This is an optimization exercise on Yosys and OpenROAD, whose aim is small area, a short achievable clock period and few clock cycles per item, not a production implementation.
Only simulation tests tie the RTL to the original design; equivalence was not proved.

==> job 5087: inputs <==
==> flow/design.v (excerpt) <==
module div_sqrt_top_mvp
  ( 
   input logic                            Clk_CI,
   input logic                            Rst_RBI,
   input logic                            Div_start_SI,
   input logic                            Sqrt_start_SI,
   input logic [C_OP_FP64-1:0]            Operand_a_DI,
   input logic [C_OP_FP64-1:0]            Operand_b_DI,
   input logic [C_RM-1:0]                 RM_SI,     
   input logic [C_FS-1:0]                 Format_sel_SI,   
   input logic                            Kill_SI,
   output logic [C_OP_FP64-1:0]           Result_DO,
   output logic [4:0]                     Fflags_SO,
   output logic                           Ready_SO,
   output logic                           Done_SO
 );
Settings: LEC_CHECK=0, ABC_AREA=1, CAP_MARGIN=20, CORE_MARGIN=2, CORE_UTILIZATION=40, SLEW_MARGIN=20; clock period 15.0 ns.
standard.sh (not shown) runs the stock make flow with config.mk's settings and CLKGATE_MAP_FILE= SYNTH_SCRIPT=/design/flow/synth_recipe.tcl, a recipe that flattens the netlist after the stock synthesis.
==> flow/flow/run.sh <==
#!/bin/bash
# The standard layout (the standard.sh, unchanged synthesis), with ORFS's
# timing repair asked for 10.7 ns of setup slack on the 15 ns clock, so that it
# keeps improving paths the 15 ns clock alone would leave as they are.
set -euo pipefail
export SETUP_SLACK_MARGIN=10.7
bash standard.sh > standard.log 2>&1
==> job 2521: changes against job 5087 <==
--- a/flow/design.v
+++ b/flow/design.v
@@ -263,29 +263,17 @@
   assign Pack_D = ({64{F32_SP}}  & {32'hffff_ffff, Sign_z_DP, Enorm_D[7:0], Mnorm_D[51:29]})
                 | ({64{F64_SP}}  & {Sign_z_DP, Enorm_D, Mnorm_D[51:0]})
                 | ({64{F16_SP}}  & {48'hffff_ffff_ffff, Sign_z_DP, Enorm_D[4:0], Mnorm_D[51:42]})
                 | ({64{FALT_SP}} & {48'hffff_ffff_ffff, Sign_z_DP, Enorm_D[7:0], Mnorm_D[51:45]});
   assign Expf_D = ({64{F32_SP}}  & 64'h0000_0000_7f80_0000)
                 | ({64{F64_SP}}  & 64'h7ff0_0000_0000_0000)
                 | ({64{F16_SP}}  & 64'h0000_0000_0000_7c00)
                 | ({64{FALT_SP}} & 64'h0000_0000_0000_7f80);
-  logic [63:0] Allones_D;    
-  always_comb begin
-    logic [63:0] g;
-    g = Pack_D;
-    for (int d = 1; d < 64; d = d * 2)              
-      for (int i = 2 * d - 1; i < 64; i += 2 * d)
-        g[i] = g[i] & g[i - d];
-    for (int d = 16; d >= 1; d = d / 2)             
-      for (int i = 3 * d - 1; i < 64; i += 2 * d)
-        g[i] = g[i] & g[i - d];
-    Allones_D = g;
-  end
-  assign Res_D = (Pack_D ^ ({Allones_D[62:0], 1'b1} & {64{RoundUp_en_S}})) & ~(Den_SP ? Expf_D : 64'd0);
+  assign Res_D = (Pack_D + {63'd0, RoundUp_en_S}) & ~(Den_SP ? Expf_D : 64'd0);
   logic Div_norm_S;    
   assign Div_norm_S = Rem_DP[52] & Div_DP[53];
   always_comb begin
     State_SN  = State_SP;
     Rem_DN    = Rem_DP;
     Div_DN    = Div_DP;
     Quo_DN    = (Quo_DP << 1) | ((Qbit_S & ~(Shf_SP & (Cnt_SP == 6'd1))) ? Lsb_S[56:0] : '0);
     Exp_a_DN  = Exp_a_DP;
==> flow/run.sh (new file) <==
#!/bin/bash
# synth_recipe.tcl (not shown) runs the flow's synth.tcl, then flattens the netlist and writes it again
# the make line also repeats each setting of config.mk as NAME=value (left out here)
make -C /OpenROAD-flow-scripts/flow DESIGN_CONFIG=/design/flow/config.mk WORK_HOME=/design/flow/orfs CLKGATE_MAP_FILE= SYNTH_SCRIPT=/design/flow/synth_recipe.tcl finish
==> flow/config.mk (replaced) <==
export PLATFORM = sky130hd
export DESIGN_NAME = div_sqrt_top_mvp
export DESIGN_NICKNAME = div_sqrt_top_mvp
export VERILOG_FILES = /design/flow/design.v
export SDC_FILE = /design/flow/constraint.sdc
export NUM_CORES = 4
export LEC_CHECK = 0
export ABC_AREA = 1
export CAP_MARGIN = 50
export CORE_MARGIN = 2
export CORE_UTILIZATION = 45
export SLEW_MARGIN = 80
removed: flow/flow/run.sh
removed: flow/standard.sh
==> job 8151: changes against job 5087 <==
--- a/flow/design.v
+++ b/flow/design.v
@@ -263,29 +263,17 @@
   assign Pack_D = ({64{F32_SP}}  & {32'hffff_ffff, Sign_z_DP, Enorm_D[7:0], Mnorm_D[51:29]})
                 | ({64{F64_SP}}  & {Sign_z_DP, Enorm_D, Mnorm_D[51:0]})
                 | ({64{F16_SP}}  & {48'hffff_ffff_ffff, Sign_z_DP, Enorm_D[4:0], Mnorm_D[51:42]})
                 | ({64{FALT_SP}} & {48'hffff_ffff_ffff, Sign_z_DP, Enorm_D[7:0], Mnorm_D[51:45]});
   assign Expf_D = ({64{F32_SP}}  & 64'h0000_0000_7f80_0000)
                 | ({64{F64_SP}}  & 64'h7ff0_0000_0000_0000)
                 | ({64{F16_SP}}  & 64'h0000_0000_0000_7c00)
                 | ({64{FALT_SP}} & 64'h0000_0000_0000_7f80);
-  logic [63:0] Allones_D;    
-  always_comb begin
-    logic [63:0] g;
-    g = Pack_D;
-    for (int d = 1; d < 64; d = d * 2)              
-      for (int i = 2 * d - 1; i < 64; i += 2 * d)
-        g[i] = g[i] & g[i - d];
-    for (int d = 16; d >= 1; d = d / 2)             
-      for (int i = 3 * d - 1; i < 64; i += 2 * d)
-        g[i] = g[i] & g[i - d];
-    Allones_D = g;
-  end
-  assign Res_D = (Pack_D ^ ({Allones_D[62:0], 1'b1} & {64{RoundUp_en_S}})) & ~(Den_SP ? Expf_D : 64'd0);
+  assign Res_D = (Pack_D + {63'd0, RoundUp_en_S}) & ~(Den_SP ? Expf_D : 64'd0);
   logic Div_norm_S;    
   assign Div_norm_S = Rem_DP[52] & Div_DP[53];
   always_comb begin
     State_SN  = State_SP;
     Rem_DN    = Rem_DP;
     Div_DN    = Div_DP;
     Quo_DN    = (Quo_DP << 1) | ((Qbit_S & ~(Shf_SP & (Cnt_SP == 6'd1))) ? Lsb_S[56:0] : '0);
     Exp_a_DN  = Exp_a_DP;
==> flow/config.mk (replaced) <==
export PLATFORM = sky130hd
export DESIGN_NAME = div_sqrt_top_mvp
export DESIGN_NICKNAME = div_sqrt_top_mvp
export VERILOG_FILES = /design/flow/design.v
export SDC_FILE = /design/flow/constraint.sdc
export NUM_CORES = 4
export LEC_CHECK = 0
export ABC_AREA = 1
export CAP_MARGIN = 30
export CORE_MARGIN = 2
export CORE_UTILIZATION = 40
export SLEW_MARGIN = 40
==> impl_metrics.env <==
export IMPL_avgRoutedWirePerCell_um=26.87
export IMPL_period_needed_ps=4693
export IMPL_r2r_start="Spc_SP"
export IMPL_outcome="finished clean"
export IMPL_n_all_inverters=545
export IMPL_groute_layer_met1_usage_pct=54.73
export IMPL_layout_cells_non_filler=5121
(the above is from job 2521)
==> impl_metrics.env <==
export IMPL_groute_layer_met1_usage_pct=48.22
export IMPL_period_needed_ps=4290
export IMPL_avgRoutedWirePerCell_um=26.54
export IMPL_outcome="finished clean"
(the above is from job 8151)
==> impl_metrics.env <==
export IMPL_period_needed_ps=4286
export IMPL_groute_layer_met1_usage_pct=47.22
export IMPL_synth_simple_area_share_pct=31.21
export IMPL_outcome="finished clean"
export IMPL_n_all_inverters=488
export IMPL_avgRoutedWirePerCell_um=25.47
export IMPL_layout_cells_non_filler=5067
export IMPL_insertion_delay_ps=580
(the above is from job 5087)
Testbench counts of job 5087, summed over its fixed seeds: cycles 997,238, ops 32,000.
Testbench counts of job 2521, summed over its fixed seeds: cycles 997,238, ops 32,000.
Testbench counts of job 8151, summed over its fixed seeds: cycles 997,238, ops 32,000.

==> what the ideal ports hide <==
In the flow no input, the clock included, has a driving cell. The finished layouts below were timed again as built, in two steps. Step 1 (the two cells are an assumption about what drives the block):
set clk [get_ports {Clk_CI}]
set_driving_cell -lib_cell sky130_fd_sc_hd__clkbuf_16 $clk
set_driving_cell -lib_cell sky130_fd_sc_hd__buf_2 [delete_from_list [all_inputs] $clk]
Step 2 adds t to the input delays and takes it off the output delays; t is the mean of the earliest and latest rising clock arrival at the registers after step 1. Input paths then give back, and output paths get back, about the clock's delay inside the block. a / b / c = ideal ports / drivers / drivers and shift; a / b = the first two.
run | t (ns) | setup slack, ns | hold slack, ns | worst register clock-pin slew, ns | worst slew at a driven data input, ns
job 5087 | 0.627 | 10.714 / 10.649 / 10.188 | 0.466 / 0.466 / 0.466 | 0.08 / 0.08 | 0.07
job 2521 | 0.641 | 10.307 / 10.240 / 10.128 | 0.462 / 0.462 / 0.462 | 0.06 / 0.06 | 0.06
job 8151 | 0.625 | 10.710 / 10.647 / 10.165 | 0.462 / 0.462 / 0.462 | 0.07 / 0.07 | 0.06
After both steps every run listed still meets setup and hold. For job 8151, which loses most, drivers alone change the setup slack by -0.063 ns; drivers and shift together by -0.545 ns.
